What follows belongs to an exercise in optimizing a design on an open flow for small area, a short achievable clock period and few clock cycles per item; a production flow would make more cautious choices.
No functional check of the RTL was part of any run shown here.
No activity file was given, so power comes from the tool's default toggle rates.

## flow/design.v (module list and top-level ports; edited modules follow where they fit)
// module madd_pipeline: 1470 lines
module madd_pipeline #(parameter data_width = 16, parameter n_blocks = 256, parameter full_width = 2 * data_width + 8, parameter n_channels = 16)
	(
		input wire clk,
		input wire reset,
		input wire enable,
		input  wire in_valid,
		output wire in_ready,
		output wire out_valid,
		input  wire out_ready,
		input  wire [$clog2(n_blocks) - 1 : 0] block_in,
		output wire [$clog2(n_blocks) - 1 : 0] block_out,
		input wire [4:0] shift,
		input wire shift_disable,
		input wire signedness,
		input wire saturate_disable,
		input wire signed [data_width - 1 : 0] arg_a_in,
		input wire signed [data_width - 1 : 0] arg_b_in,
		input wire signed [data_width - 1 : 0] arg_c_in,
		output wire signed [full_width - 1 : 0] result_out,
		input  wire [ch_addr_w - 1 : 0] dest_in,
		output wire [ch_addr_w - 1 : 0] dest_out,
		input  wire [4 - 1 : 0] commit_id_in,
		output wire [4 - 1 : 0] commit_id_out,
		input wire commit_flag_in,
		output wire commit_flag_out
	);
  // ...
==> flow/flow/run.sh <==
#!/bin/bash
# Own layout flow: the standard flow (standard.sh) with a few extra ORFS
# make variables, read one per line from flow/extra.mk. By default the port
# buffers that buffer_ports inserts are plain buf_2 cells (buffer_ports
# otherwise picks clkdlybuf4s50_1, a slow 10 um2 delay cell).
# The full output of the flow goes to flow_standard.log in this folder; each
# ORFS step keeps its own log under orfs/logs/.
set -euo pipefail
cd "$(dirname "$0")/.."
EXTRA=()
PORTBUF="BUFFER_PORTS_ARGS=-buffer_cell sky130_fd_sc_hd__buf_2"
if [[ -f flow/extra.mk ]]; then
  while IFS= read -r line; do
    [[ -z "$line" || "$line" == \#* ]] && continue
    if [[ "$line" == BUFFER_PORTS_ARGS=* ]]; then PORTBUF="$line"; continue; fi
    EXTRA+=("$line")
  done < flow/extra.mk
fi
bash standard.sh "$PORTBUF" ${EXTRA[@]+"${EXTRA[@]}"} finish > flow_standard.log 2>&1
==> flow/standard.sh <==
#!/bin/bash
# synth_recipe.tcl (not shown) runs the flow's synth.tcl, then flattens the netlist and writes it again
# the make line also repeats each setting of config.mk as NAME=value (left out here)
make -C /OpenROAD-flow-scripts/flow DESIGN_CONFIG=/design/flow/config.mk WORK_HOME=/design/flow/orfs CLKGATE_MAP_FILE= SYNTH_SCRIPT=/design/flow/synth_recipe.tcl "${@:-finish}"
==> flow/config.mk <==
export PLATFORM = sky130hd
export DESIGN_NAME = madd_pipeline
export DESIGN_NICKNAME = madd_pipeline
export VERILOG_FILES = /design/flow/design.v
export SDC_FILE = /design/flow/constraint.sdc
export NUM_CORES = 4
export LEC_CHECK = 0
export ABC_AREA = 1
export CAP_MARGIN = 20
export CORE_MARGIN = 2
export CORE_UTILIZATION = 40
export SETUP_SLACK_MARGIN = 2.0
export SLEW_MARGIN = 20
==> flow/constraint.sdc <==
create_clock -name core_clock -period 7.5 [get_ports {clk}]
set_input_delay 1.5000 -clock core_clock [delete_from_list [all_inputs] [get_ports {clk}]]
set_output_delay 1.5000 -clock core_clock [all_outputs]
set_load 0.01 [all_outputs]
==> summary.md, run 1 <==
| Metric | Value |
|---|---|
| Top cell category | multi-input combinational cells |
| P_seq | 1.07 mW |
| Clk power | just under 0.5 mW |
| WP data required | 7.62 ns |
| Hold Startpoint | v_q |
| Status | no timing/DRC/antenna violations |
| Synth Area in Compound Gates | 14.4% |
| Placer Congestion | roughly 0.95 |
| Biggest regs | h0_q x29, h1_q x29, c_q x16 |
| Cell with the most instances after synthesis | nand2_1 |
| Most frequent cells in the layout | 535 x nand2_1, 382 x inv_1, 154 x o21ai_0, 148 x xor2_1, 141 x o22ai_1 |
| Synth Area in XOR/XNOR | a little under a tenth |
| GRT Total Usage | 25.1% |
| Hold WS | roughly 0.48 ns |
| DP Area | approximately 17000 um2 |
| Final instance area | about 18000 um2 |
| DRT iter0 DRCs | 1447 |
| Clock-cell share | between 1.5 and 2% |
| Combinational Power | approximately 5 mW |
| Post-Synthesis Cells | 2246 |
| Maximum buffer depth of the clock tree | 2 |
| CP Launch Type | primary input |
| Routed wl met2 | about 25 mm |
| Routing usage on met3 | approximately 2.6% |
| Slew @ Worst Pin | roughly 1.0 ns |
==> inputs of run 2 (changes only) <==
--- a/flow/design.v
+++ b/flow/design.v
@@ -1043,61 +1043,189 @@
 	assign s488 = crow[31] ^ s424 ^ c423;
 	assign c489 = (crow[31] & s424) | (crow[31] & c423) | (s424 & c423);
 	assign s490 = 1'b1 ^ crow[32] ^ c425;
 	assign c491 = (1'b1 & crow[32]) | (1'b1 & c425) | (crow[32] & c425);
 	assign s492 = 1'b1 ^ crow[33];
 	assign c493 = 1'b1 & crow[33];
 	wire [33:0] row0 = {s492, s490, s488, s486, s484, c481, c479, s478, s476, s474, c471, c469, c467, c465, c463, c461, c459, c457, c455, c453, c451, c449, c447, c445, c443, c441, c439, c437, c435, c433, c431, c429, c427, s426};
 	wire [33:0] row1 = {c491, c489, c487, c485, c483, s482, s480, c477, c475, c473, s472, s470, s468, s466, s464, s462, s460, s458, s456, s454, s452, s450, s448, s446, s444, s442, s440, s438, s436, s434, s432, s430, s428, crow[0]};
-	wire [5:0] sum_lo;
-	wire [4:0] fl_p, fl_g;
+	wire [17:0] sum_lo;
+	wire [16:0] fl_p, fl_g;
 	assign fl_p[0] = row0[0] ^ row1[0];
 	assign fl_g[0] = row0[0] & row1[0];
 	assign fl_p[1] = row0[1] ^ row1[1];
 	assign fl_g[1] = row0[1] & row1[1];
 	assign fl_p[2] = row0[2] ^ row1[2];
 	assign fl_g[2] = row0[2] & row1[2];
 	assign fl_p[3] = row0[3] ^ row1[3];
 	assign fl_g[3] = row0[3] & row1[3];
 	assign fl_p[4] = row0[4] ^ row1[4];
 	assign fl_g[4] = row0[4] & row1[4];
-	wire fl_G1 = fl_g[4] | (fl_p[4] & fl_g[3]);
-	wire fl_P1 = fl_p[4] & fl_p[3];
-	wire fl_G2 = fl_g[3] | (fl_p[3] & fl_g[2]);
-	wire fl_P2 = fl_p[3] & fl_p[2];
-	wire fl_G3 = fl_g[2] | (fl_p[2] & fl_g[1]);
-	wire fl_P3 = fl_p[2] & fl_p[1];
-	wire fl_G4 = fl_g[1] | (fl_p[1] & fl_g[0]);
-	wire fl_P4 = fl_p[1] & fl_p[0];
-	wire fl_G5 = fl_G1 | (fl_P1 & fl_G3);
-	wire fl_P5 = fl_P1 & fl_P3;
-	wire fl_G6 = fl_G2 | (fl_P2 & fl_G4);
-	wire fl_P6 = fl_P2 & fl_P4;
-	wire fl_G7 = fl_G3 | (fl_P3 & fl_g[0]);
-	wire fl_P7 = fl_P3 & fl_p[0];
-	wire fl_G8 = fl_G5 | (fl_P5 & fl_g[0]);
-	wire fl_P8 = fl_P5 & fl_p[0];
+	assign fl_p[5] = row0[5] ^ row1[5];
+	assign fl_g[5] = row0[5] & row1[5];
+	assign fl_p[6] = row0[6] ^ row1[6];
+	assign fl_g[6] = row0[6] & row1[6];
+	assign fl_p[7] = row0[7] ^ row1[7];
+	assign fl_g[7] = row0[7] & row1[7];
+	assign fl_p[8] = row0[8] ^ row1[8];
+	assign fl_g[8] = row0[8] & row1[8];
+	assign fl_p[9] = row0[9] ^ row1[9];
+	assign fl_g[9] = row0[9] & row1[9];
+	assign fl_p[10] = row0[10] ^ row1[10];
+	assign fl_g[10] = row0[10] & row1[10];
+	assign fl_p[11] = row0[11] ^ row1[11];
+	assign fl_g[11] = row0[11] & row1[11];
+	assign fl_p[12] = row0[12] ^ row1[12];
+	assign fl_g[12] = row0[12] & row1[12];
+	assign fl_p[13] = row0[13] ^ row1[13];
+	assign fl_g[13] = row0[13] & row1[13];
+	assign fl_p[14] = row0[14] ^ row1[14];
+	assign fl_g[14] = row0[14] & row1[14];
+	assign fl_p[15] = row0[15] ^ row1[15];
+	assign fl_g[15] = row0[15] & row1[15];
+	assign fl_p[16] = row0[16] ^ row1[16];
+	assign fl_g[16] = row0[16] & row1[16];
+	wire fl_G1 = fl_g[16] | (fl_p[16] & fl_g[15]);
+	wire fl_P1 = fl_p[16] & fl_p[15];
+	wire fl_G2 = fl_g[15] | (fl_p[15] & fl_g[14]);
+	wire fl_P2 = fl_p[15] & fl_p[14];
+	wire fl_G3 = fl_g[14] | (fl_p[14] & fl_g[13]);
+	wire fl_P3 = fl_p[14] & fl_p[13];
+	wire fl_G4 = fl_g[13] | (fl_p[13] & fl_g[12]);
+	wire fl_P4 = fl_p[13] & fl_p[12];
+	wire fl_G5 = fl_g[12] | (fl_p[12] & fl_g[11]);
+	wire fl_P5 = fl_p[12] & fl_p[11];
+	wire fl_G6 = fl_g[11] | (fl_p[11] & fl_g[10]);
+	wire fl_P6 = fl_p[11] & fl_p[10];
+	wire fl_G7 = fl_g[10] | (fl_p[10] & fl_g[9]);
+	wire fl_P7 = fl_p[10] & fl_p[9];
+	wire fl_G8 = fl_g[9] | (fl_p[9] & fl_g[8]);
+	wire fl_P8 = fl_p[9] & fl_p[8];
+	wire fl_G9 = fl_g[8] | (fl_p[8] & fl_g[7]);
+	wire fl_P9 = fl_p[8] & fl_p[7];
+	wire fl_G10 = fl_g[7] | (fl_p[7] & fl_g[6]);
+	wire fl_P10 = fl_p[7] & fl_p[6];
+	wire fl_G11 = fl_g[6] | (fl_p[6] & fl_g[5]);
+	wire fl_P11 = fl_p[6] & fl_p[5];
+	wire fl_G12 = fl_g[5] | (fl_p[5] & fl_g[4]);
+	wire fl_P12 = fl_p[5] & fl_p[4];
+	wire fl_G13 = fl_g[4] | (fl_p[4] & fl_g[3]);
+	wire fl_P13 = fl_p[4] & fl_p[3];
+	wire fl_G14 = fl_g[3] | (fl_p[3] & fl_g[2]);
+	wire fl_P14 = fl_p[3] & fl_p[2];
+	wire fl_G15 = fl_g[2] | (fl_p[2] & fl_g[1]);
+	wire fl_P15 = fl_p[2] & fl_p[1];
+	wire fl_G16 = fl_g[1] | (fl_p[1] & fl_g[0]);
+	wire fl_P16 = fl_p[1] & fl_p[0];
+	wire fl_G17 = fl_G1 | (fl_P1 & fl_G3);
+	wire fl_P17 = fl_P1 & fl_P3;
+	wire fl_G18 = fl_G2 | (fl_P2 & fl_G4);
+	wire fl_P18 = fl_P2 & fl_P4;
+	wire fl_G19 = fl_G3 | (fl_P3 & fl_G5);
+	wire fl_P19 = fl_P3 & fl_P5;
+	wire fl_G20 = fl_G4 | (fl_P4 & fl_G6);
+	wire fl_P20 = fl_P4 & fl_P6;
+	wire fl_G21 = fl_G5 | (fl_P5 & fl_G7);
+	wire fl_P21 = fl_P5 & fl_P7;
+	wire fl_G22 = fl_G6 | (fl_P6 & fl_G8);
+	wire fl_P22 = fl_P6 & fl_P8;
+	wire fl_G23 = fl_G7 | (fl_P7 & fl_G9);
+	wire fl_P23 = fl_P7 & fl_P9;
+	wire fl_G24 = fl_G8 | (fl_P8 & fl_G10);
+	wire fl_P24 = fl_P8 & fl_P10;
+	wire fl_G25 = fl_G9 | (fl_P9 & fl_G11);
+	wire fl_P25 = fl_P9 & fl_P11;
+	wire fl_G26 = fl_G10 | (fl_P10 & fl_G12);
+	wire fl_P26 = fl_P10 & fl_P12;
+	wire fl_G27 = fl_G11 | (fl_P11 & fl_G13);
+	wire fl_P27 = fl_P11 & fl_P13;
+	wire fl_G28 = fl_G12 | (fl_P12 & fl_G14);
+	wire fl_P28 = fl_P12 & fl_P14;
+	wire fl_G29 = fl_G13 | (fl_P13 & fl_G15);
+	wire fl_P29 = fl_P13 & fl_P15;
+	wire fl_G30 = fl_G14 | (fl_P14 & fl_G16);
+	wire fl_P30 = fl_P14 & fl_P16;
+	wire fl_G31 = fl_G15 | (fl_P15 & fl_g[0]);
+	wire fl_P31 = fl_P15 & fl_p[0];
+	wire fl_G32 = fl_G17 | (fl_P17 & fl_G21);
+	wire fl_P32 = fl_P17 & fl_P21;
+	wire fl_G33 = fl_G18 | (fl_P18 & fl_G22);
+	wire fl_P33 = fl_P18 & fl_P22;
+	wire fl_G34 = fl_G19 | (fl_P19 & fl_G23);
+	wire fl_P34 = fl_P19 & fl_P23;
+	wire fl_G35 = fl_G20 | (fl_P20 & fl_G24);
+	wire fl_P35 = fl_P20 & fl_P24;
+	wire fl_G36 = fl_G21 | (fl_P21 & fl_G25);
+	wire fl_P36 = fl_P21 & fl_P25;
+	wire fl_G37 = fl_G22 | (fl_P22 & fl_G26);
+	wire fl_P37 = fl_P22 & fl_P26;
+	wire fl_G38 = fl_G23 | (fl_P23 & fl_G27);
+	wire fl_P38 = fl_P23 & fl_P27;
+	wire fl_G39 = fl_G24 | (fl_P24 & fl_G28);
+	wire fl_P39 = fl_P24 & fl_P28;
+	wire fl_G40 = fl_G25 | (fl_P25 & fl_G29);
+	wire fl_P40 = fl_P25 & fl_P29;
+	wire fl_G41 = fl_G26 | (fl_P26 & fl_G30);
+	wire fl_P41 = fl_P26 & fl_P30;
+	wire fl_G42 = fl_G27 | (fl_P27 & fl_G31);
+	wire fl_P42 = fl_P27 & fl_P31;
+	wire fl_G43 = fl_G28 | (fl_P28 & fl_G16);
+	wire fl_P43 = fl_P28 & fl_P16;
+	wire fl_G44 = fl_G29 | (fl_P29 & fl_g[0]);
+	wire fl_P44 = fl_P29 & fl_p[0];
+	wire fl_G45 = fl_G32 | (fl_P32 & fl_G40);
+	wire fl_P45 = fl_P32 & fl_P40;
+	wire fl_G46 = fl_G33 | (fl_P33 & fl_G41);
+	wire fl_P46 = fl_P33 & fl_P41;
+	wire fl_G47 = fl_G34 | (fl_P34 & fl_G42);
+	wire fl_P47 = fl_P34 & fl_P42;
+	wire fl_G48 = fl_G35 | (fl_P35 & fl_G43);
+	wire fl_P48 = fl_P35 & fl_P43;
+	wire fl_G49 = fl_G36 | (fl_P36 & fl_G44);
+	wire fl_P49 = fl_P36 & fl_P44;
+	wire fl_G50 = fl_G37 | (fl_P37 & fl_G30);
+	wire fl_P50 = fl_P37 & fl_P30;
+	wire fl_G51 = fl_G38 | (fl_P38 & fl_G31);
+	wire fl_P51 = fl_P38 & fl_P31;
+	wire fl_G52 = fl_G39 | (fl_P39 & fl_G16);
+	wire fl_P52 = fl_P39 & fl_P16;
+	wire fl_G53 = fl_G40 | (fl_P40 & fl_g[0]);
+	wire fl_P53 = fl_P40 & fl_p[0];
+	wire fl_G54 = fl_G45 | (fl_P45 & fl_g[0]);
+	wire fl_P54 = fl_P45 & fl_p[0];
 	assign sum_lo[0] = fl_p[0];
 	assign sum_lo[1] = fl_p[1] ^ fl_g[0];
-	assign sum_lo[2] = fl_p[2] ^ fl_G4;
-	assign sum_lo[3] = fl_p[3] ^ fl_G7;
-	assign sum_lo[4] = fl_p[4] ^ fl_G6;
-	wire fl_cout = fl_G8;
-	assign sum_lo[5] = fl_cout;
+	assign sum_lo[2] = fl_p[2] ^ fl_G16;
+	assign sum_lo[3] = fl_p[3] ^ fl_G31;
+	assign sum_lo[4] = fl_p[4] ^ fl_G30;
+	assign sum_lo[5] = fl_p[5] ^ fl_G44;
+	assign sum_lo[6] = fl_p[6] ^ fl_G43;
+	assign sum_lo[7] = fl_p[7] ^ fl_G42;
+	assign sum_lo[8] = fl_p[8] ^ fl_G41;
+	assign sum_lo[9] = fl_p[9] ^ fl_G53;
+	assign sum_lo[10] = fl_p[10] ^ fl_G52;
+	assign sum_lo[11] = fl_p[11] ^ fl_G51;
+	assign sum_lo[12] = fl_p[12] ^ fl_G50;
+	assign sum_lo[13] = fl_p[13] ^ fl_G49;
+	assign sum_lo[14] = fl_p[14] ^ fl_G48;
+	assign sum_lo[15] = fl_p[15] ^ fl_G47;
+	assign sum_lo[16] = fl_p[16] ^ fl_G46;
+	wire fl_cout = fl_G54;
+	assign sum_lo[17] = fl_cout;
 	reg        v_q;
 	reg [3:0]  sh_q;
 	reg        big_q, rb_en_q, satd_q, sg_q;
 	reg [15:0] c_q;
 	reg [7:0]  block_q;
 	reg [3:0]  dest_q, cid_q;
 	reg        cf_q;
-	reg [5:0] lo_q;
-	reg [33:5] h0_q;
-	reg [33:5] h1_q;
+	reg [17:0] lo_q;
+	reg [33:17] h0_q;
+	reg [33:17] h1_q;
 	assign in_ready  = ~v_q | out_ready;
 	assign out_valid = v_q;
 	wire take_in  = in_valid & in_ready;
 	wire take_out = v_q & out_ready;
 	always @(posedge clk) begin
 		if (reset)
 			v_q <= 1'b0;
 		else if (enable) begin
@@ -1105,349 +1233,193 @@
 				v_q <= 1'b1;
 			else if (take_out)
 				v_q <= 1'b0;
 		end
 	end
 	always @(posedge clk) begin
 		if (enable & take_in) begin
 			lo_q <= sum_lo;
-			h0_q <= row0[33:5];
-			h1_q <= row1[33:5];
+			h0_q <= row0[33:17];
+			h1_q <= row1[33:17];
 			sh_q    <= (shift_disable & ~big) ? 4'd0 : s4;
 			big_q   <= big;
 			rb_en_q <= big & ~shift_disable;
 			satd_q  <= saturate_disable;
 			sg_q    <= signedness;
 			c_q     <= arg_c_in;
 			block_q <= block_in;
 			dest_q  <= dest_in;
 			cid_q   <= commit_id_in;
 			cf_q    <= commit_flag_in;
 		end
 	end
-	wire [28:0] xh;
-	wire [28:0] fh_p, fh_g;
-	assign fh_p[0] = h0_q[5] ^ h1_q[5];
-	assign fh_g[0] = h0_q[5] & h1_q[5];
-	assign fh_p[1] = h0_q[6] ^ h1_q[6];
-	assign fh_g[1] = h0_q[6] & h1_q[6];
-	assign fh_p[2] = h0_q[7] ^ h1_q[7];
-	assign fh_g[2] = h0_q[7] & h1_q[7];
-	assign fh_p[3] = h0_q[8] ^ h1_q[8];
-	assign fh_g[3] = h0_q[8] & h1_q[8];
-	assign fh_p[4] = h0_q[9] ^ h1_q[9];
-	assign fh_g[4] = h0_q[9] & h1_q[9];
-	assign fh_p[5] = h0_q[10] ^ h1_q[10];
-	assign fh_g[5] = h0_q[10] & h1_q[10];
-	assign fh_p[6] = h0_q[11] ^ h1_q[11];
-	assign fh_g[6] = h0_q[11] & h1_q[11];
-	assign fh_p[7] = h0_q[12] ^ h1_q[12];
-	assign fh_g[7] = h0_q[12] & h1_q[12];
-	assign fh_p[8] = h0_q[13] ^ h1_q[13];
-	assign fh_g[8] = h0_q[13] & h1_q[13];
-	assign fh_p[9] = h0_q[14] ^ h1_q[14];
-	assign fh_g[9] = h0_q[14] & h1_q[14];
-	assign fh_p[10] = h0_q[15] ^ h1_q[15];
-	assign fh_g[10] = h0_q[15] & h1_q[15];
-	assign fh_p[11] = h0_q[16] ^ h1_q[16];
-	assign fh_g[11] = h0_q[16] & h1_q[16];
-	assign fh_p[12] = h0_q[17] ^ h1_q[17];
-	assign fh_g[12] = h0_q[17] & h1_q[17];
-	assign fh_p[13] = h0_q[18] ^ h1_q[18];
-	assign fh_g[13] = h0_q[18] & h1_q[18];
-	assign fh_p[14] = h0_q[19] ^ h1_q[19];
-	assign fh_g[14] = h0_q[19] & h1_q[19];
-	assign fh_p[15] = h0_q[20] ^ h1_q[20];
-	assign fh_g[15] = h0_q[20] & h1_q[20];
-	assign fh_p[16] = h0_q[21] ^ h1_q[21];
-	assign fh_g[16] = h0_q[21] & h1_q[21];
-	assign fh_p[17] = h0_q[22] ^ h1_q[22];
-	assign fh_g[17] = h0_q[22] & h1_q[22];
-	assign fh_p[18] = h0_q[23] ^ h1_q[23];
-	assign fh_g[18] = h0_q[23] & h1_q[23];
-	assign fh_p[19] = h0_q[24] ^ h1_q[24];
-	assign fh_g[19] = h0_q[24] & h1_q[24];
-	assign fh_p[20] = h0_q[25] ^ h1_q[25];
-	assign fh_g[20] = h0_q[25] & h1_q[25];
-	assign fh_p[21] = h0_q[26] ^ h1_q[26];
-	assign fh_g[21] = h0_q[26] & h1_q[26];
-	assign fh_p[22] = h0_q[27] ^ h1_q[27];
-	assign fh_g[22] = h0_q[27] & h1_q[27];
-	assign fh_p[23] = h0_q[28] ^ h1_q[28];
-	assign fh_g[23] = h0_q[28] & h1_q[28];
-	assign fh_p[24] = h0_q[29] ^ h1_q[29];
-	assign fh_g[24] = h0_q[29] & h1_q[29];
-	assign fh_p[25] = h0_q[30] ^ h1_q[30];
-	assign fh_g[25] = h0_q[30] & h1_q[30];
-	assign fh_p[26] = h0_q[31] ^ h1_q[31];
-	assign fh_g[26] = h0_q[31] & h1_q[31];
-	assign fh_p[27] = h0_q[32] ^ h1_q[32];
-	assign fh_g[27] = h0_q[32] & h1_q[32];
-	assign fh_p[28] = h0_q[33] ^ h1_q[33];
-	assign fh_g[28] = h0_q[33] & h1_q[33];
-	wire fh_G1 = fh_g[28] | (fh_p[28] & fh_g[27]);
-	wire fh_P1 = fh_p[28] & fh_p[27];
-	wire fh_G2 = fh_g[27] | (fh_p[27] & fh_g[26]);
-	wire fh_P2 = fh_p[27] & fh_p[26];
-	wire fh_G3 = fh_g[26] | (fh_p[26] & fh_g[25]);
-	wire fh_P3 = fh_p[26] & fh_p[25];
-	wire fh_G4 = fh_g[25] | (fh_p[25] & fh_g[24]);
-	wire fh_P4 = fh_p[25] & fh_p[24];
-	wire fh_G5 = fh_g[24] | (fh_p[24] & fh_g[23]);
-	wire fh_P5 = fh_p[24] & fh_p[23];
-	wire fh_G6 = fh_g[23] | (fh_p[23] & fh_g[22]);
-	wire fh_P6 = fh_p[23] & fh_p[22];
-	wire fh_G7 = fh_g[22] | (fh_p[22] & fh_g[21]);
-	wire fh_P7 = fh_p[22] & fh_p[21];
-	wire fh_G8 = fh_g[21] | (fh_p[21] & fh_g[20]);
-	wire fh_P8 = fh_p[21] & fh_p[20];
-	wire fh_G9 = fh_g[20] | (fh_p[20] & fh_g[19]);
-	wire fh_P9 = fh_p[20] & fh_p[19];
-	wire fh_G10 = fh_g[19] | (fh_p[19] & fh_g[18]);
-	wire fh_P10 = fh_p[19] & fh_p[18];
-	wire fh_G11 = fh_g[18] | (fh_p[18] & fh_g[17]);
-	wire fh_P11 = fh_p[18] & fh_p[17];
-	wire fh_G12 = fh_g[17] | (fh_p[17] & fh_g[16]);
-	wire fh_P12 = fh_p[17] & fh_p[16];
-	wire fh_G13 = fh_g[16] | (fh_p[16] & fh_g[15]);
-	wire fh_P13 = fh_p[16] & fh_p[15];
-	wire fh_G14 = fh_g[15] | (fh_p[15] & fh_g[14]);
-	wire fh_P14 = fh_p[15] & fh_p[14];
-	wire fh_G15 = fh_g[14] | (fh_p[14] & fh_g[13]);
-	wire fh_P15 = fh_p[14] & fh_p[13];
-	wire fh_G16 = fh_g[13] | (fh_p[13] & fh_g[12]);
-	wire fh_P16 = fh_p[13] & fh_p[12];
-	wire fh_G17 = fh_g[12] | (fh_p[12] & fh_g[11]);
-	wire fh_P17 = fh_p[12] & fh_p[11];
-	wire fh_G18 = fh_g[11] | (fh_p[11] & fh_g[10]);
-	wire fh_P18 = fh_p[11] & fh_p[10];
-	wire fh_G19 = fh_g[10] | (fh_p[10] & fh_g[9]);
-	wire fh_P19 = fh_p[10] & fh_p[9];
-	wire fh_G20 = fh_g[9] | (fh_p[9] & fh_g[8]);
-	wire fh_P20 = fh_p[9] & fh_p[8];
-	wire fh_G21 = fh_g[8] | (fh_p[8] & fh_g[7]);
-	wire fh_P21 = fh_p[8] & fh_p[7];
-	wire fh_G22 = fh_g[7] | (fh_p[7] & fh_g[6]);
-	wire fh_P22 = fh_p[7] & fh_p[6];
-	wire fh_G23 = fh_g[6] | (fh_p[6] & fh_g[5]);
-	wire fh_P23 = fh_p[6] & fh_p[5];
-	wire fh_G24 = fh_g[5] | (fh_p[5] & fh_g[4]);
-	wire fh_P24 = fh_p[5] & fh_p[4];
-	wire fh_G25 = fh_g[4] | (fh_p[4] & fh_g[3]);
-	wire fh_P25 = fh_p[4] & fh_p[3];
-	wire fh_G26 = fh_g[3] | (fh_p[3] & fh_g[2]);
-	wire fh_P26 = fh_p[3] & fh_p[2];
-	wire fh_G27 = fh_g[2] | (fh_p[2] & fh_g[1]);
-	wire fh_P27 = fh_p[2] & fh_p[1];
-	wire fh_G28 = fh_g[1] | (fh_p[1] & fh_g[0]);
-	wire fh_P28 = fh_p[1] & fh_p[0];
-	wire fh_G29 = fh_G1 | (fh_P1 & fh_G3);
-	wire fh_P29 = fh_P1 & fh_P3;
-	wire fh_G30 = fh_G2 | (fh_P2 & fh_G4);
-	wire fh_P30 = fh_P2 & fh_P4;
-	wire fh_G31 = fh_G3 | (fh_P3 & fh_G5);
-	wire fh_P31 = fh_P3 & fh_P5;
-	wire fh_G32 = fh_G4 | (fh_P4 & fh_G6);
-	wire fh_P32 = fh_P4 & fh_P6;
-	wire fh_G33 = fh_G5 | (fh_P5 & fh_G7);
-	wire fh_P33 = fh_P5 & fh_P7;
-	wire fh_G34 = fh_G6 | (fh_P6 & fh_G8);
-	wire fh_P34 = fh_P6 & fh_P8;
-	wire fh_G35 = fh_G7 | (fh_P7 & fh_G9);
-	wire fh_P35 = fh_P7 & fh_P9;
-	wire fh_G36 = fh_G8 | (fh_P8 & fh_G10);
-	wire fh_P36 = fh_P8 & fh_P10;
-	wire fh_G37 = fh_G9 | (fh_P9 & fh_G11);
-	wire fh_P37 = fh_P9 & fh_P11;
-	wire fh_G38 = fh_G10 | (fh_P10 & fh_G12);
-	wire fh_P38 = fh_P10 & fh_P12;
-	wire fh_G39 = fh_G11 | (fh_P11 & fh_G13);
-	wire fh_P39 = fh_P11 & fh_P13;
-	wire fh_G40 = fh_G12 | (fh_P12 & fh_G14);
-	wire fh_P40 = fh_P12 & fh_P14;
-	wire fh_G41 = fh_G13 | (fh_P13 & fh_G15);
-	wire fh_P41 = fh_P13 & fh_P15;
-	wire fh_G42 = fh_G14 | (fh_P14 & fh_G16);
-	wire fh_P42 = fh_P14 & fh_P16;
-	wire fh_G43 = fh_G15 | (fh_P15 & fh_G17);
-	wire fh_P43 = fh_P15 & fh_P17;
-	wire fh_G44 = fh_G16 | (fh_P16 & fh_G18);
-	wire fh_P44 = fh_P16 & fh_P18;
-	wire fh_G45 = fh_G17 | (fh_P17 & fh_G19);
-	wire fh_P45 = fh_P17 & fh_P19;
-	wire fh_G46 = fh_G18 | (fh_P18 & fh_G20);
-	wire fh_P46 = fh_P18 & fh_P20;
-	wire fh_G47 = fh_G19 | (fh_P19 & fh_G21);
-	wire fh_P47 = fh_P19 & fh_P21;
-	wire fh_G48 = fh_G20 | (fh_P20 & fh_G22);
-	wire fh_P48 = fh_P20 & fh_P22;
-	wire fh_G49 = fh_G21 | (fh_P21 & fh_G23);
-	wire fh_P49 = fh_P21 & fh_P23;
-	wire fh_G50 = fh_G22 | (fh_P22 & fh_G24);
-	wire fh_P50 = fh_P22 & fh_P24;
-	wire fh_G51 = fh_G23 | (fh_P23 & fh_G25);
-	wire fh_P51 = fh_P23 & fh_P25;
-	wire fh_G52 = fh_G24 | (fh_P24 & fh_G26);
-	wire fh_P52 = fh_P24 & fh_P26;
-	wire fh_G53 = fh_G25 | (fh_P25 & fh_G27);
-	wire fh_P53 = fh_P25 & fh_P27;
-	wire fh_G54 = fh_G26 | (fh_P26 & fh_G28);
-	wire fh_P54 = fh_P26 & fh_P28;
-	wire fh_G55 = fh_G27 | (fh_P27 & fh_g[0]);
-	wire fh_P55 = fh_P27 & fh_p[0];
-	wire fh_G56 = fh_G29 | (fh_P29 & fh_G33);
-	wire fh_P56 = fh_P29 & fh_P33;
-	wire fh_G57 = fh_G30 | (fh_P30 & fh_G34);
-	wire fh_P57 = fh_P30 & fh_P34;
-	wire fh_G58 = fh_G31 | (fh_P31 & fh_G35);
-	wire fh_P58 = fh_P31 & fh_P35;
-	wire fh_G59 = fh_G32 | (fh_P32 & fh_G36);
-	wire fh_P59 = fh_P32 & fh_P36;
-	wire fh_G60 = fh_G33 | (fh_P33 & fh_G37);
-	wire fh_P60 = fh_P33 & fh_P37;
-	wire fh_G61 = fh_G34 | (fh_P34 & fh_G38);
-	wire fh_P61 = fh_P34 & fh_P38;
-	wire fh_G62 = fh_G35 | (fh_P35 & fh_G39);
-	wire fh_P62 = fh_P35 & fh_P39;
-	wire fh_G63 = fh_G36 | (fh_P36 & fh_G40);
-	wire fh_P63 = fh_P36 & fh_P40;
-	wire fh_G64 = fh_G37 | (fh_P37 & fh_G41);
-	wire fh_P64 = fh_P37 & fh_P41;
-	wire fh_G65 = fh_G38 | (fh_P38 & fh_G42);
-	wire fh_P65 = fh_P38 & fh_P42;
-	wire fh_G66 = fh_G39 | (fh_P39 & fh_G43);
-	wire fh_P66 = fh_P39 & fh_P43;
-	wire fh_G67 = fh_G40 | (fh_P40 & fh_G44);
-	wire fh_P67 = fh_P40 & fh_P44;
-	wire fh_G68 = fh_G41 | (fh_P41 & fh_G45);
-	wire fh_P68 = fh_P41 & fh_P45;
-	wire fh_G69 = fh_G42 | (fh_P42 & fh_G46);
-	wire fh_P69 = fh_P42 & fh_P46;
-	wire fh_G70 = fh_G43 | (fh_P43 & fh_G47);
-	wire fh_P70 = fh_P43 & fh_P47;
-	wire fh_G71 = fh_G44 | (fh_P44 & fh_G48);
-	wire fh_P71 = fh_P44 & fh_P48;
-	wire fh_G72 = fh_G45 | (fh_P45 & fh_G49);
-	wire fh_P72 = fh_P45 & fh_P49;
-	wire fh_G73 = fh_G46 | (fh_P46 & fh_G50);
-	wire fh_P73 = fh_P46 & fh_P50;
-	wire fh_G74 = fh_G47 | (fh_P47 & fh_G51);
-	wire fh_P74 = fh_P47 & fh_P51;
-	wire fh_G75 = fh_G48 | (fh_P48 & fh_G52);
-	wire fh_P75 = fh_P48 & fh_P52;
-	wire fh_G76 = fh_G49 | (fh_P49 & fh_G53);
-	wire fh_P76 = fh_P49 & fh_P53;
-	wire fh_G77 = fh_G50 | (fh_P50 & fh_G54);
-	wire fh_P77 = fh_P50 & fh_P54;
-	wire fh_G78 = fh_G51 | (fh_P51 & fh_G55);
-	wire fh_P78 = fh_P51 & fh_P55;
-	wire fh_G79 = fh_G52 | (fh_P52 & fh_G28);
-	wire fh_P79 = fh_P52 & fh_P28;
-	wire fh_G80 = fh_G53 | (fh_P53 & fh_g[0]);
-	wire fh_P80 = fh_P53 & fh_p[0];
-	wire fh_G81 = fh_G56 | (fh_P56 & fh_G64);
-	wire fh_P81 = fh_P56 & fh_P64;
-	wire fh_G82 = fh_G57 | (fh_P57 & fh_G65);
-	wire fh_P82 = fh_P57 & fh_P65;
-	wire fh_G83 = fh_G58 | (fh_P58 & fh_G66);
-	wire fh_P83 = fh_P58 & fh_P66;
-	wire fh_G84 = fh_G59 | (fh_P59 & fh_G67);
-	wire fh_P84 = fh_P59 & fh_P67;
-	wire fh_G85 = fh_G60 | (fh_P60 & fh_G68);
-	wire fh_P85 = fh_P60 & fh_P68;
-	wire fh_G86 = fh_G61 | (fh_P61 & fh_G69);
-	wire fh_P86 = fh_P61 & fh_P69;
-	wire fh_G87 = fh_G62 | (fh_P62 & fh_G70);
-	wire fh_P87 = fh_P62 & fh_P70;
-	wire fh_G88 = fh_G63 | (fh_P63 & fh_G71);
-	wire fh_P88 = fh_P63 & fh_P71;
-	wire fh_G89 = fh_G64 | (fh_P64 & fh_G72);
-	wire fh_P89 = fh_P64 & fh_P72;
-	wire fh_G90 = fh_G65 | (fh_P65 & fh_G73);
-	wire fh_P90 = fh_P65 & fh_P73;
-	wire fh_G91 = fh_G66 | (fh_P66 & fh_G74);
-	wire fh_P91 = fh_P66 & fh_P74;
-	wire fh_G92 = fh_G67 | (fh_P67 & fh_G75);
-	wire fh_P92 = fh_P67 & fh_P75;
-	wire fh_G93 = fh_G68 | (fh_P68 & fh_G76);
-	wire fh_P93 = fh_P68 & fh_P76;
-	wire fh_G94 = fh_G69 | (fh_P69 & fh_G77);
-	wire fh_P94 = fh_P69 & fh_P77;
-	wire fh_G95 = fh_G70 | (fh_P70 & fh_G78);
-	wire fh_P95 = fh_P70 & fh_P78;
-	wire fh_G96 = fh_G71 | (fh_P71 & fh_G79);
-	wire fh_P96 = fh_P71 & fh_P79;
-	wire fh_G97 = fh_G72 | (fh_P72 & fh_G80);
-	wire fh_P97 = fh_P72 & fh_P80;
-	wire fh_G98 = fh_G73 | (fh_P73 & fh_G54);
-	wire fh_P98 = fh_P73 & fh_P54;
-	wire fh_G99 = fh_G74 | (fh_P74 & fh_G55);
-	wire fh_P99 = fh_P74 & fh_P55;
-	wire fh_G100 = fh_G75 | (fh_P75 & fh_G28);
-	wire fh_P100 = fh_P75 & fh_P28;
-	wire fh_G101 = fh_G76 | (fh_P76 & fh_g[0]);
-	wire fh_P101 = fh_P76 & fh_p[0];
-	wire fh_G102 = fh_G81 | (fh_P81 & fh_G97);
-	wire fh_P102 = fh_P81 & fh_P97;
-	wire fh_G103 = fh_G82 | (fh_P82 & fh_G98);
-	wire fh_P103 = fh_P82 & fh_P98;
-	wire fh_G104 = fh_G83 | (fh_P83 & fh_G99);
-	wire fh_P104 = fh_P83 & fh_P99;
-	wire fh_G105 = fh_G84 | (fh_P84 & fh_G100);
-	wire fh_P105 = fh_P84 & fh_P100;
-	wire fh_G106 = fh_G85 | (fh_P85 & fh_G101);
-	wire fh_P106 = fh_P85 & fh_P101;
-	wire fh_G107 = fh_G86 | (fh_P86 & fh_G77);
-	wire fh_P107 = fh_P86 & fh_P77;
-	wire fh_G108 = fh_G87 | (fh_P87 & fh_G78);
-	wire fh_P108 = fh_P87 & fh_P78;
-	wire fh_G109 = fh_G88 | (fh_P88 & fh_G79);
-	wire fh_P109 = fh_P88 & fh_P79;
-	wire fh_G110 = fh_G89 | (fh_P89 & fh_G80);
-	wire fh_P110 = fh_P89 & fh_P80;
-	wire fh_G111 = fh_G90 | (fh_P90 & fh_G54);
-	wire fh_P111 = fh_P90 & fh_P54;
-	wire fh_G112 = fh_G91 | (fh_P91 & fh_G55);
-	wire fh_P112 = fh_P91 & fh_P55;
-	wire fh_G113 = fh_G92 | (fh_P92 & fh_G28);
-	wire fh_P113 = fh_P92 & fh_P28;
-	wire fh_G114 = fh_G93 | (fh_P93 & fh_g[0]);
-	wire fh_P114 = fh_P93 & fh_p[0];
-	assign xh[0] = fh_p[0] ^ lo_q[5];
-	assign xh[1] = fh_p[1] ^ (fh_g[0] | (fh_p[0] & lo_q[5]));
-	assign xh[2] = fh_p[2] ^ (fh_G28 | (fh_P28 & lo_q[5]));
-	assign xh[3] = fh_p[3] ^ (fh_G55 | (fh_P55 & lo_q[5]));
-	assign xh[4] = fh_p[4] ^ (fh_G54 | (fh_P54 & lo_q[5]));
-	assign xh[5] = fh_p[5] ^ (fh_G80 | (fh_P80 & lo_q[5]));
-	assign xh[6] = fh_p[6] ^ (fh_G79 | (fh_P79 & lo_q[5]));
-	assign xh[7] = fh_p[7] ^ (fh_G78 | (fh_P78 & lo_q[5]));
-	assign xh[8] = fh_p[8] ^ (fh_G77 | (fh_P77 & lo_q[5]));
-	assign xh[9] = fh_p[9] ^ (fh_G101 | (fh_P101 & lo_q[5]));
-	assign xh[10] = fh_p[10] ^ (fh_G100 | (fh_P100 & lo_q[5]));
-	assign xh[11] = fh_p[11] ^ (fh_G99 | (fh_P99 & lo_q[5]));
-	assign xh[12] = fh_p[12] ^ (fh_G98 | (fh_P98 & lo_q[5]));
-	assign xh[13] = fh_p[13] ^ (fh_G97 | (fh_P97 & lo_q[5]));
-	assign xh[14] = fh_p[14] ^ (fh_G96 | (fh_P96 & lo_q[5]));
-	assign xh[15] = fh_p[15] ^ (fh_G95 | (fh_P95 & lo_q[5]));
-	assign xh[16] = fh_p[16] ^ (fh_G94 | (fh_P94 & lo_q[5]));
-	assign xh[17] = fh_p[17] ^ (fh_G114 | (fh_P114 & lo_q[5]));
-	assign xh[18] = fh_p[18] ^ (fh_G113 | (fh_P113 & lo_q[5]));
-	assign xh[19] = fh_p[19] ^ (fh_G112 | (fh_P112 & lo_q[5]));
-	assign xh[20] = fh_p[20] ^ (fh_G111 | (fh_P111 & lo_q[5]));
-	assign xh[21] = fh_p[21] ^ (fh_G110 | (fh_P110 & lo_q[5]));
-	assign xh[22] = fh_p[22] ^ (fh_G109 | (fh_P109 & lo_q[5]));
-	assign xh[23] = fh_p[23] ^ (fh_G108 | (fh_P108 & lo_q[5]));
-	assign xh[24] = fh_p[24] ^ (fh_G107 | (fh_P107 & lo_q[5]));
-	assign xh[25] = fh_p[25] ^ (fh_G106 | (fh_P106 & lo_q[5]));
-	assign xh[26] = fh_p[26] ^ (fh_G105 | (fh_P105 & lo_q[5]));
-	assign xh[27] = fh_p[27] ^ (fh_G104 | (fh_P104 & lo_q[5]));
-	assign xh[28] = fh_p[28] ^ (fh_G103 | (fh_P103 & lo_q[5]));
-	wire fh_cout = fh_G102 | (fh_P102 & lo_q[5]);
-	wire [33:0] x = {xh, lo_q[4:0]};
+	wire [16:0] xh;
+	wire [16:0] fh_p, fh_g;
+	assign fh_p[0] = h0_q[17] ^ h1_q[17];
+	assign fh_g[0] = h0_q[17] & h1_q[17];
+	assign fh_p[1] = h0_q[18] ^ h1_q[18];
+	assign fh_g[1] = h0_q[18] & h1_q[18];
+	assign fh_p[2] = h0_q[19] ^ h1_q[19];
+	assign fh_g[2] = h0_q[19] & h1_q[19];
+	assign fh_p[3] = h0_q[20] ^ h1_q[20];
+	assign fh_g[3] = h0_q[20] & h1_q[20];
+	assign fh_p[4] = h0_q[21] ^ h1_q[21];
+	assign fh_g[4] = h0_q[21] & h1_q[21];
+	assign fh_p[5] = h0_q[22] ^ h1_q[22];
+	assign fh_g[5] = h0_q[22] & h1_q[22];
+	assign fh_p[6] = h0_q[23] ^ h1_q[23];
+	assign fh_g[6] = h0_q[23] & h1_q[23];
+	assign fh_p[7] = h0_q[24] ^ h1_q[24];
+	assign fh_g[7] = h0_q[24] & h1_q[24];
+	assign fh_p[8] = h0_q[25] ^ h1_q[25];
+	assign fh_g[8] = h0_q[25] & h1_q[25];
+	assign fh_p[9] = h0_q[26] ^ h1_q[26];
+	assign fh_g[9] = h0_q[26] & h1_q[26];
+	assign fh_p[10] = h0_q[27] ^ h1_q[27];
+	assign fh_g[10] = h0_q[27] & h1_q[27];
+	assign fh_p[11] = h0_q[28] ^ h1_q[28];
+	assign fh_g[11] = h0_q[28] & h1_q[28];
+	assign fh_p[12] = h0_q[29] ^ h1_q[29];
+	assign fh_g[12] = h0_q[29] & h1_q[29];
+	assign fh_p[13] = h0_q[30] ^ h1_q[30];
+	assign fh_g[13] = h0_q[30] & h1_q[30];
+	assign fh_p[14] = h0_q[31] ^ h1_q[31];
+	assign fh_g[14] = h0_q[31] & h1_q[31];
+	assign fh_p[15] = h0_q[32] ^ h1_q[32];
+	assign fh_g[15] = h0_q[32] & h1_q[32];
+	assign fh_p[16] = h0_q[33] ^ h1_q[33];
+	assign fh_g[16] = h0_q[33] & h1_q[33];
+	wire fh_G1 = fh_g[16] | (fh_p[16] & fh_g[15]);
+	wire fh_P1 = fh_p[16] & fh_p[15];
+	wire fh_G2 = fh_g[15] | (fh_p[15] & fh_g[14]);
+	wire fh_P2 = fh_p[15] & fh_p[14];
+	wire fh_G3 = fh_g[14] | (fh_p[14] & fh_g[13]);
+	wire fh_P3 = fh_p[14] & fh_p[13];
+	wire fh_G4 = fh_g[13] | (fh_p[13] & fh_g[12]);
+	wire fh_P4 = fh_p[13] & fh_p[12];
+	wire fh_G5 = fh_g[12] | (fh_p[12] & fh_g[11]);
+	wire fh_P5 = fh_p[12] & fh_p[11];
+	wire fh_G6 = fh_g[11] | (fh_p[11] & fh_g[10]);
+	wire fh_P6 = fh_p[11] & fh_p[10];
+	wire fh_G7 = fh_g[10] | (fh_p[10] & fh_g[9]);
+	wire fh_P7 = fh_p[10] & fh_p[9];
+	wire fh_G8 = fh_g[9] | (fh_p[9] & fh_g[8]);
+	wire fh_P8 = fh_p[9] & fh_p[8];
+	wire fh_G9 = fh_g[8] | (fh_p[8] & fh_g[7]);
+	wire fh_P9 = fh_p[8] & fh_p[7];
+	wire fh_G10 = fh_g[7] | (fh_p[7] & fh_g[6]);
+	wire fh_P10 = fh_p[7] & fh_p[6];
+	wire fh_G11 = fh_g[6] | (fh_p[6] & fh_g[5]);
+	wire fh_P11 = fh_p[6] & fh_p[5];
+	wire fh_G12 = fh_g[5] | (fh_p[5] & fh_g[4]);
+	wire fh_P12 = fh_p[5] & fh_p[4];
+	wire fh_G13 = fh_g[4] | (fh_p[4] & fh_g[3]);
+	wire fh_P13 = fh_p[4] & fh_p[3];
+	wire fh_G14 = fh_g[3] | (fh_p[3] & fh_g[2]);
+	wire fh_P14 = fh_p[3] & fh_p[2];
+	wire fh_G15 = fh_g[2] | (fh_p[2] & fh_g[1]);
+	wire fh_P15 = fh_p[2] & fh_p[1];
+	wire fh_G16 = fh_g[1] | (fh_p[1] & fh_g[0]);
+	wire fh_P16 = fh_p[1] & fh_p[0];
+	wire fh_G17 = fh_G1 | (fh_P1 & fh_G3);
+	wire fh_P17 = fh_P1 & fh_P3;
+	wire fh_G18 = fh_G2 | (fh_P2 & fh_G4);
+	wire fh_P18 = fh_P2 & fh_P4;
+	wire fh_G19 = fh_G3 | (fh_P3 & fh_G5);
+	wire fh_P19 = fh_P3 & fh_P5;
+	wire fh_G20 = fh_G4 | (fh_P4 & fh_G6);
+	wire fh_P20 = fh_P4 & fh_P6;
+	wire fh_G21 = fh_G5 | (fh_P5 & fh_G7);
+	wire fh_P21 = fh_P5 & fh_P7;
+	wire fh_G22 = fh_G6 | (fh_P6 & fh_G8);
+	wire fh_P22 = fh_P6 & fh_P8;
+	wire fh_G23 = fh_G7 | (fh_P7 & fh_G9);
+	wire fh_P23 = fh_P7 & fh_P9;
+	wire fh_G24 = fh_G8 | (fh_P8 & fh_G10);
+	wire fh_P24 = fh_P8 & fh_P10;
+	wire fh_G25 = fh_G9 | (fh_P9 & fh_G11);
+	wire fh_P25 = fh_P9 & fh_P11;
+	wire fh_G26 = fh_G10 | (fh_P10 & fh_G12);
+	wire fh_P26 = fh_P10 & fh_P12;
+	wire fh_G27 = fh_G11 | (fh_P11 & fh_G13);
+	wire fh_P27 = fh_P11 & fh_P13;
+	wire fh_G28 = fh_G12 | (fh_P12 & fh_G14);
+	wire fh_P28 = fh_P12 & fh_P14;
+	wire fh_G29 = fh_G13 | (fh_P13 & fh_G15);
+	wire fh_P29 = fh_P13 & fh_P15;
+	wire fh_G30 = fh_G14 | (fh_P14 & fh_G16);
+	wire fh_P30 = fh_P14 & fh_P16;
+	wire fh_G31 = fh_G15 | (fh_P15 & fh_g[0]);
+	wire fh_P31 = fh_P15 & fh_p[0];
+	wire fh_G32 = fh_G17 | (fh_P17 & fh_G21);
+	wire fh_P32 = fh_P17 & fh_P21;
+	wire fh_G33 = fh_G18 | (fh_P18 & fh_G22);
+	wire fh_P33 = fh_P18 & fh_P22;
+	wire fh_G34 = fh_G19 | (fh_P19 & fh_G23);
+	wire fh_P34 = fh_P19 & fh_P23;
+	wire fh_G35 = fh_G20 | (fh_P20 & fh_G24);
+	wire fh_P35 = fh_P20 & fh_P24;
+	wire fh_G36 = fh_G21 | (fh_P21 & fh_G25);
+	wire fh_P36 = fh_P21 & fh_P25;
+	wire fh_G37 = fh_G22 | (fh_P22 & fh_G26);
+	wire fh_P37 = fh_P22 & fh_P26;
+	wire fh_G38 = fh_G23 | (fh_P23 & fh_G27);
+	wire fh_P38 = fh_P23 & fh_P27;
+	wire fh_G39 = fh_G24 | (fh_P24 & fh_G28);
+	wire fh_P39 = fh_P24 & fh_P28;
+	wire fh_G40 = fh_G25 | (fh_P25 & fh_G29);
+	wire fh_P40 = fh_P25 & fh_P29;
+	wire fh_G41 = fh_G26 | (fh_P26 & fh_G30);
+	wire fh_P41 = fh_P26 & fh_P30;
+	wire fh_G42 = fh_G27 | (fh_P27 & fh_G31);
+	wire fh_P42 = fh_P27 & fh_P31;
+	wire fh_G43 = fh_G28 | (fh_P28 & fh_G16);
+	wire fh_P43 = fh_P28 & fh_P16;
+	wire fh_G44 = fh_G29 | (fh_P29 & fh_g[0]);
+	wire fh_P44 = fh_P29 & fh_p[0];
+	wire fh_G45 = fh_G32 | (fh_P32 & fh_G40);
+	wire fh_P45 = fh_P32 & fh_P40;
+	wire fh_G46 = fh_G33 | (fh_P33 & fh_G41);
+	wire fh_P46 = fh_P33 & fh_P41;
+	wire fh_G47 = fh_G34 | (fh_P34 & fh_G42);
+	wire fh_P47 = fh_P34 & fh_P42;
+	wire fh_G48 = fh_G35 | (fh_P35 & fh_G43);
+	wire fh_P48 = fh_P35 & fh_P43;
+	wire fh_G49 = fh_G36 | (fh_P36 & fh_G44);
+	wire fh_P49 = fh_P36 & fh_P44;
+	wire fh_G50 = fh_G37 | (fh_P37 & fh_G30);
+	wire fh_P50 = fh_P37 & fh_P30;
+	wire fh_G51 = fh_G38 | (fh_P38 & fh_G31);
+	wire fh_P51 = fh_P38 & fh_P31;
+	wire fh_G52 = fh_G39 | (fh_P39 & fh_G16);
+	wire fh_P52 = fh_P39 & fh_P16;
+	wire fh_G53 = fh_G40 | (fh_P40 & fh_g[0]);
+	wire fh_P53 = fh_P40 & fh_p[0];
+	wire fh_G54 = fh_G45 | (fh_P45 & fh_g[0]);
+	wire fh_P54 = fh_P45 & fh_p[0];
+	assign xh[0] = fh_p[0] ^ lo_q[17];
+	assign xh[1] = fh_p[1] ^ (fh_g[0] | (fh_p[0] & lo_q[17]));
+	assign xh[2] = fh_p[2] ^ (fh_G16 | (fh_P16 & lo_q[17]));
+	assign xh[3] = fh_p[3] ^ (fh_G31 | (fh_P31 & lo_q[17]));
+	assign xh[4] = fh_p[4] ^ (fh_G30 | (fh_P30 & lo_q[17]));
+	assign xh[5] = fh_p[5] ^ (fh_G44 | (fh_P44 & lo_q[17]));
+	assign xh[6] = fh_p[6] ^ (fh_G43 | (fh_P43 & lo_q[17]));
+	assign xh[7] = fh_p[7] ^ (fh_G42 | (fh_P42 & lo_q[17]));
+	assign xh[8] = fh_p[8] ^ (fh_G41 | (fh_P41 & lo_q[17]));
+	assign xh[9] = fh_p[9] ^ (fh_G53 | (fh_P53 & lo_q[17]));
+	assign xh[10] = fh_p[10] ^ (fh_G52 | (fh_P52 & lo_q[17]));
+	assign xh[11] = fh_p[11] ^ (fh_G51 | (fh_P51 & lo_q[17]));
+	assign xh[12] = fh_p[12] ^ (fh_G50 | (fh_P50 & lo_q[17]));
+	assign xh[13] = fh_p[13] ^ (fh_G49 | (fh_P49 & lo_q[17]));
+	assign xh[14] = fh_p[14] ^ (fh_G48 | (fh_P48 & lo_q[17]));
+	assign xh[15] = fh_p[15] ^ (fh_G47 | (fh_P47 & lo_q[17]));
+	assign xh[16] = fh_p[16] ^ (fh_G46 | (fh_P46 & lo_q[17]));
+	wire fh_cout = fh_G54 | (fh_P54 & lo_q[17]);
+	wire [33:0] x = {xh, lo_q[16:0]};
 	wire signed [33:0] y = $signed(x) >>> sh_q;
 	wire [17:0] xd = x[33:16] ^ x[32:15];
 	reg  [17:0] suf;
 	integer k;
 	always @(*) begin
 		suf[17] = xd[17];
 		for (k = 16; k >= 0; k = k - 1)
 			suf[k] = suf[k + 1] | xd[k];
==> flow/flow/run.sh (replaced) <==
#!/bin/bash
# Own layout flow: the standard flow (standard.sh) with a few extra ORFS
# make variables, read one per line from flow/extra.mk. By default the port
# buffers that buffer_ports inserts are plain buf_2 cells (buffer_ports
# otherwise picks clkdlybuf4s50_1, a slow 10 um2 delay cell).
# Between synthesis and floorplan, flow/fixinv.py re-chooses the polarity of
# the full adders to drop the inverters that Yosys leaves between them; it
# changes no register and no other cell.
# Logs: flow_synth.log (synthesis), fixinv.log, flow_standard.log (the rest);
# each ORFS step also keeps its own log under orfs/logs/.
set -euo pipefail
cd "$(dirname "$0")/.."
EXTRA=()
PORTBUF="BUFFER_PORTS_ARGS=-buffer_cell sky130_fd_sc_hd__buf_2"
if [[ -f flow/extra.mk ]]; then
  while IFS= read -r line; do
    [[ -z "$line" || "$line" == \#* ]] && continue
    if [[ "$line" == BUFFER_PORTS_ARGS=* ]]; then PORTBUF="$line"; continue; fi
    EXTRA+=("$line")
  done < flow/extra.mk
fi
RES="$PWD/orfs/results/${FLOW_PLATFORM:-sky130hd}/madd_pipeline/base"
bash standard.sh "$PORTBUF" ${EXTRA[@]+"${EXTRA[@]}"} "$RES/1_2_yosys.v" > flow_synth.log 2>&1
python3 flow/fixinv.py "$RES/1_2_yosys.v" "$RES/1_2_yosys.fixinv.v" > fixinv.log 2>&1
cp "$RES/1_2_yosys.v" "$RES/1_2_yosys.orig.v"
mv "$RES/1_2_yosys.fixinv.v" "$RES/1_2_yosys.v"
bash standard.sh "$PORTBUF" ${EXTRA[@]+"${EXTRA[@]}"} finish > flow_standard.log 2>&1
==> flow/flow/fixinv.py (new file) <==
#!/usr/bin/env python3
"""Re-choose the polarity of the full adders in a flat sky130 gate netlist.

A full adder is self-dual: FA(~a, ~b, ~c) = (~sum, ~cout). Yosys' extract_fa
often leaves an inverter between two full adders; flipping a full adder (feeding
it the complements of its inputs, so that its outputs carry the complements of
their old values) can remove such inverters. This picks, greedily, the flips
that need the fewest inverters, then rebuilds the inverters: one per signal whose
loads need its complement. Only sky130_fd_sc_hd__inv_1 cells whose nets are not
ports and not named in assign statements are rebuilt; every other cell, and
every register, is left as it is.

usage: fixinv.py IN.v OUT.v
"""
import re
import sys

src = open(sys.argv[1]).read()
cell_re = re.compile(r'^(\s+)(sky130_fd_sc_hd__\w+)\s+(\S+)\s*\((.*?)\);\n', re.S | re.M)
pin_re = re.compile(r'\.(\w+)\(([^()]*)\)')
OUTS = {'X', 'Y', 'Q', 'Q_N', 'SUM', 'COUT', 'HI', 'LO'}
INV = 'sky130_fd_sc_hd__inv_1'
FA = 'sky130_fd_sc_hd__fa_1'

cells = []
for m in cell_re.finditer(src):
    pins = [(p, n.strip()) for p, n in pin_re.findall(m.group(4))]
    cells.append(dict(span=m.span(), ind=m.group(1), typ=m.group(2), name=m.group(3), pins=pins))

protected = set()
hdr = src[:cells[0]['span'][0]] if cells else src
ports = re.search(r'module\s+\w+\s*\((.*?)\);', src, re.S).group(1)
for decl in re.finditer(r'^\s*(input|output|inout)\s*(\[[^\]]*\])?\s*([^;]*);', src, re.M):
    for nm in decl.group(3).split(','):
        nm = nm.strip()
        if decl.group(2):
            hi, lo = [int(x) for x in decl.group(2)[1:-1].split(':')]
            for i in range(min(hi, lo), max(hi, lo) + 1):
                protected.add(f'{nm}[{i}]')
        protected.add(nm)
for a in re.finditer(r'^\s*assign\s+(.*?);', src, re.M | re.S):
    for tok in re.findall(r'\\\S+|[A-Za-z_][\w$]*(?:\s*\[\d+\])?', a.group(1)):
        protected.add(tok.replace(' ', ''))

driver = {}
for c in cells:
    for p, n in c['pins']:
        if p in OUTS:
            driver[n] = (c, p)

def is_free_inv(c):
    if c['typ'] != INV:
        return False
    d = dict(c['pins'])
    return d['A'] not in protected and d['Y'] not in protected

free_inv = [c for c in cells if is_free_inv(c)]
free_ids = set(id(c) for c in free_inv)

root_cache = {}
def root(n):
    """(root net, parity) of net n through free inverters."""
    if n in root_cache:
        return root_cache[n]
    d = driver.get(n)
    if d and id(d[0]) in free_ids:
        r, par = root(dict(d[0]['pins'])['A'])
        res = (r, par ^ 1)
    else:
        res = (n, 0)
    root_cache[n] = res
    return res

# loads: (cell, pin, root, parity) for every input pin of a kept cell
fas = [c for c in cells if c['typ'] == FA]
fa_idx = {id(c): i for i, c in enumerate(fas)}
loads = {}      # root -> list of [cell, pin, parity]
for c in cells:
    if id(c) in free_ids:
        continue
    for p, n in c['pins']:
        if p in OUTS:
            continue
        r, par = root(n)
        loads.setdefault(r, []).append((c, p, par))
# protected nets driven through free inverters are not possible (excluded above)

fa_out_root = {}  # root net -> fa index (its driver)
for i, c in enumerate(fas):
    for p, n in c['pins']:
        if p in ('SUM', 'COUT'):
            fa_out_root[n] = i

flip = [0] * len(fas)
frozen = set(i for i, c in enumerate(fas)
             if any(p in OUTS and n in protected for p, n in c['pins']))

def phase(r):
    i = fa_out_root.get(r)
    return flip[i] if i is not None else 0

def need_inv(r):
    ph = phase(r)
    for c, p, par in loads.get(r, []):
        q = par ^ (flip[fa_idx[id(c)]] if id(c) in fa_idx else 0)
        if q != ph:
            return 1
    return 0

def roots_of_fa(i):
    c = fas[i]
    rs = set()
    for p, n in c['pins']:
        if p in OUTS:
            rs.add(n)
        else:
            rs.add(root(n)[0])
    return rs

before = sum(need_inv(r) for r in loads)
improved = True
rounds = 0
while improved and rounds < 20:
    improved = False
    rounds += 1
    for i in range(len(fas)):
        if i in frozen:
            continue
        rs = roots_of_fa(i)
        old = sum(need_inv(r) for r in rs)
        flip[i] ^= 1
        new = sum(need_inv(r) for r in rs)
        if new < old:
            improved = True
        else:
            flip[i] ^= 1
after = sum(need_inv(r) for r in loads)

# rebuild
def esc(n):
    # escaped identifiers end at white space
    return n + ' ' if n.startswith('\\') else n

inv_net = {}
new_cells = []
new_wires = []
k = [0]
def inv_of(r):
    if r not in inv_net:
        k[0] += 1
        y = f'fixinv_{k[0]}_y'
        inv_net[r] = y
        new_wires.append(y)
        new_cells.append(f'  {INV} fixinv_{k[0]} (\n    .A({esc(r)}),\n    .Y({y})\n  );\n')
    return inv_net[r]

out = []
pos = 0
for c in cells:
    s, e = c['span']
    out.append(src[pos:s])
    pos = e
    if id(c) in free_ids:
        continue
    f = flip[fa_idx[id(c)]] if id(c) in fa_idx else 0
    pins = []
    for p, n in c['pins']:
        if p in OUTS:
            pins.append((p, n))
            continue
        r, par = root(n)
        q = par ^ f
        ph = phase(r)
        pins.append((p, r if q == ph else inv_of(r)))
    body = ',\n'.join(f'{c["ind"]}  .{p}({esc(n)})' for p, n in pins)
    out.append(f'{c["ind"]}{c["typ"]} {c["name"]} (\n{body}\n{c["ind"]});\n')
rest = src[pos:]
i = rest.rfind('endmodule')
out.append(rest[:i] + ''.join(new_cells) + rest[i:])
text = ''.join(out)
# declare the new wires after the module header
j = text.index(');', text.index('module')) + 2
text = text[:j] + '\n' + ''.join(f'  wire {w};\n' for w in new_wires) + text[j:]
open(sys.argv[2], 'w').write(text)
print(f'fixinv: {len(fas)} full adders, {sum(flip)} flipped; inverters rebuilt: '
      f'{len(free_inv)} -> {len(new_cells)} (cost {before} -> {after})', file=sys.stderr)
==> summary.md, run 2 <==
| Metric | Value |
|---|---|
| Nets | between 2k and 2.5k |
| Power Density | between 300 and 400 nW/um2 |
| Share of layout cells above drive strength 1 | about a fifth |
| DRT iter0 DRCs | 1249 (-14%) |
| Inserted Diodes | 0 |
| Most frequent cells in the layout | 437 x nand2_1, 180 x inv_1, 146 x xor2_1, 138 x fa_1, 135 x o21ai_0 |
| Placer Congestion | 0.931 (-1.9%) |
| Clock latency (worst-skew pair) | 0.35 ns |
| First-pass GRT wire length | about 70 mm |
| Crit Path Class | in2reg |
| Tcrit/Tclk final | between 70% and 80% |
| WP data required | 7.60 ns (-0.02 ns) |
| Initial antenna violation count | 0 |
| Status | no timing/DRC/antenna violations |
| Multi-input gate area | 11000 um2 |
| Maximum vdd drop | between 0.3 and 0.4 mV |
| Commonest non-fill, non-tap cell in the layout | nand2_1 |
| Routed wire length per instance | 18.1 um |
| Clock skew | between 0.01 and 0.015 ns |
| Maximum buffer depth of the clock tree | 2 (unchanged) |
| GRT Total Usage | 23.5% (-1.6 points) |
| Final instance area | 17200 um2 (-5.4%) |
| MaxCap Viol Count | 0 |
| Fillers | roughly 3.5k |
| Via density | 5.48 |
| Vias in the first global route | around 13k |
| Die Ht | about 190 um |
| CTS Buf Count | 9 |
| Port buffer count | 136 |
| DP Area | 15600 um2 (-8.5%) |
| Worst setup margin | between 2 and 2.5 ns |
| Rel. slew slack | ~42% |
| Row count | 69 |
| Root buffer cell | clkbuf_16 |
| Initial Utilization | 40.7% |
| Yosys synthesis warning count | 1 |
| Slew @ Worst Pin | 0.867 ns (-0.145 ns) |
| Largest net degree at the start of global routing | between 60 and 70 |
| First-pass DRT Iterations | 24 |
| Die Span X | ~190 um |
| Crit. End Element | flip-flop |
| Core area | approximately 36000 um2 |
| Via count | 13.9k |
| Biggest regs | lo_q x18, h0_q x17, h1_q x17 |
| Post-Place Worst Slack | approximately 0.9 ns |
| Max reg flops | 18 |
| P&R area growth vs syn | 18.9% |
| Synthesized area | 14500 um2 |
| CP Launch Type | primary input |
| Boundary Pins | between 100 and 150 |
| Tmin final | 5.47 ns |
| CTS tree | done |
| Fin. Hold Viols | 0 |
| DR DRC count | 0 |
| Max Fclk | 183 MHz |
| Leakage | roughly 7.8 nW |
| Antenna Nets Post-Route | 0 |
| Total power | 6.59 mW |
| Grt ovf | 0 |
| Mapped Avg Cell Area | 7.58 um2 |
| Worst Hold Class | reg2reg |
| Number of clock sinks | 94 |
| Net count after synthesis | around 2.2k |
| Full die area | around 38000 um2 |
| Crit path DAT | about 5.6 ns |
| Max-slew violation count | 0 |
| Clock transition at path regs | 0.07 ns |
| Worst Path Max Fanout | 11 |
| H-tree levels | 3 |
| DP HPWL | between 30 and 40 mm |
| Aggregate routed wire length | ~46 mm |
| Setup TNS | 0 ns |
| Reg with most FFs | lo_q |
| Register area | about 2800 um2 |
| Final setup violating endpoints | 0 |
| Post-Synthesis Cells | 1913 (-15%) |
| Util after Layout | around half |
| RSZ-0062 raised after global routing | yes |
## run 2: critical path, stage by stage
cell	delay, ns
buf_8	0.11
nor2_4	0.10
inv_2	0.07
nor2_4	0.13
buf_4	0.14
buf_6	0.14
mux2i_4	0.28
o21ai_0	0.13
mux2i_1	0.22
o221ai_2	0.15
fa_1	0.52
fa_2	0.41
fa_1	0.46
fa_1	0.60
ha_4	0.23
a21oi_2	0.14
o21ai_2	0.07
xor2_1	0.15
## run 2: worst paths after layout
path         cells after the start  slack, ns        to          start
max                             18       2.03  lo_q[16]  shift_disable
min                              2       0.48       v_q            v_q
max reg2reg                      4       5.44   sh_q[2]            v_q
min reg2reg                      2       0.48       v_q            v_q
## run 2: what timing repair did
action	4_1_cts	5_1_grt
hold buffers	0	0
setup buffers	28	57
cloned	0	3
endpoints found under the setup margin	16	41
gates resized for setup	66	108
pin swaps	22	45
## run 2: per-layer routing
metal,track usage [%],share of wire (%),up-vias
li1,-,-,6689
met1,32.3,44,6507
met2,39.1,47,558
met3,2.26,6.1,98
met4,7.41,3.0,0
met5,0,0,-
## run 2: cell type report
class                   instances  share of cell area (%)
clock inverters                 6                   0.392
well taps                     461                    3.34
flip-flops and latches         94                    16.3
multi-input cells            1493                    63.7
inverters                     221                    5.31
clock buffers                  10                    1.33
repair buffers                241                    9.63
repair inverters                1                  0.0290
## run 2: power by group
part / internal [mW] / switching, mW
clock: 0.260 / 0.200
combinational: 2.15 / 2.97
sequential: 0.942 / 0.0641
total: 3.35 / 3.24
## run 2: metrics by stage
stage	hold WS (ns)	instances
3_3_place_gp	0.454	2422
5_1_grt	0.512	2527
3_5_place_dp	0.468	2422
4_1_cts	0.479	2466
6_report	0.477	2527
2_1_floorplan	0.488	1913

==> port drivers added, routing unchanged <==
No port has a modelled driver above. Below, the same layouts with a new extraction and two added sets of constraints. Step 1, drivers: a clkbuf_16 drives clk and a buf_2 each remaining input, both assumed. Step 2 adds t to the input delays and takes it off the output delays; t is the mean of the earliest and latest rising clock arrival at the registers after step 1. Input paths then give back, and output paths get back, about the clock's delay inside the block. Slacks: ideal ports / drivers / drivers and shift; pairs: ideal ports / drivers.
run | shift t [ns] | slack for setup (ns) | worst hold slack (ns) | worst setup path after step 2 | worst data-port slew with drivers (ns)
run 1 | 0.422 | 2.088 / 2.112 / 1.690 | 0.479 / 0.479 / 0.479 | input to register | 0.07
run 2 | 0.392 | 2.034 / 2.040 / 1.648 | 0.477 / 0.477 / 0.477 | input to register | 0.09
After both steps setup and hold are still met in every run listed. The setup slack of run 1, which loses most, moves by +0.024 ns with the drivers and by -0.398 ns with both steps.
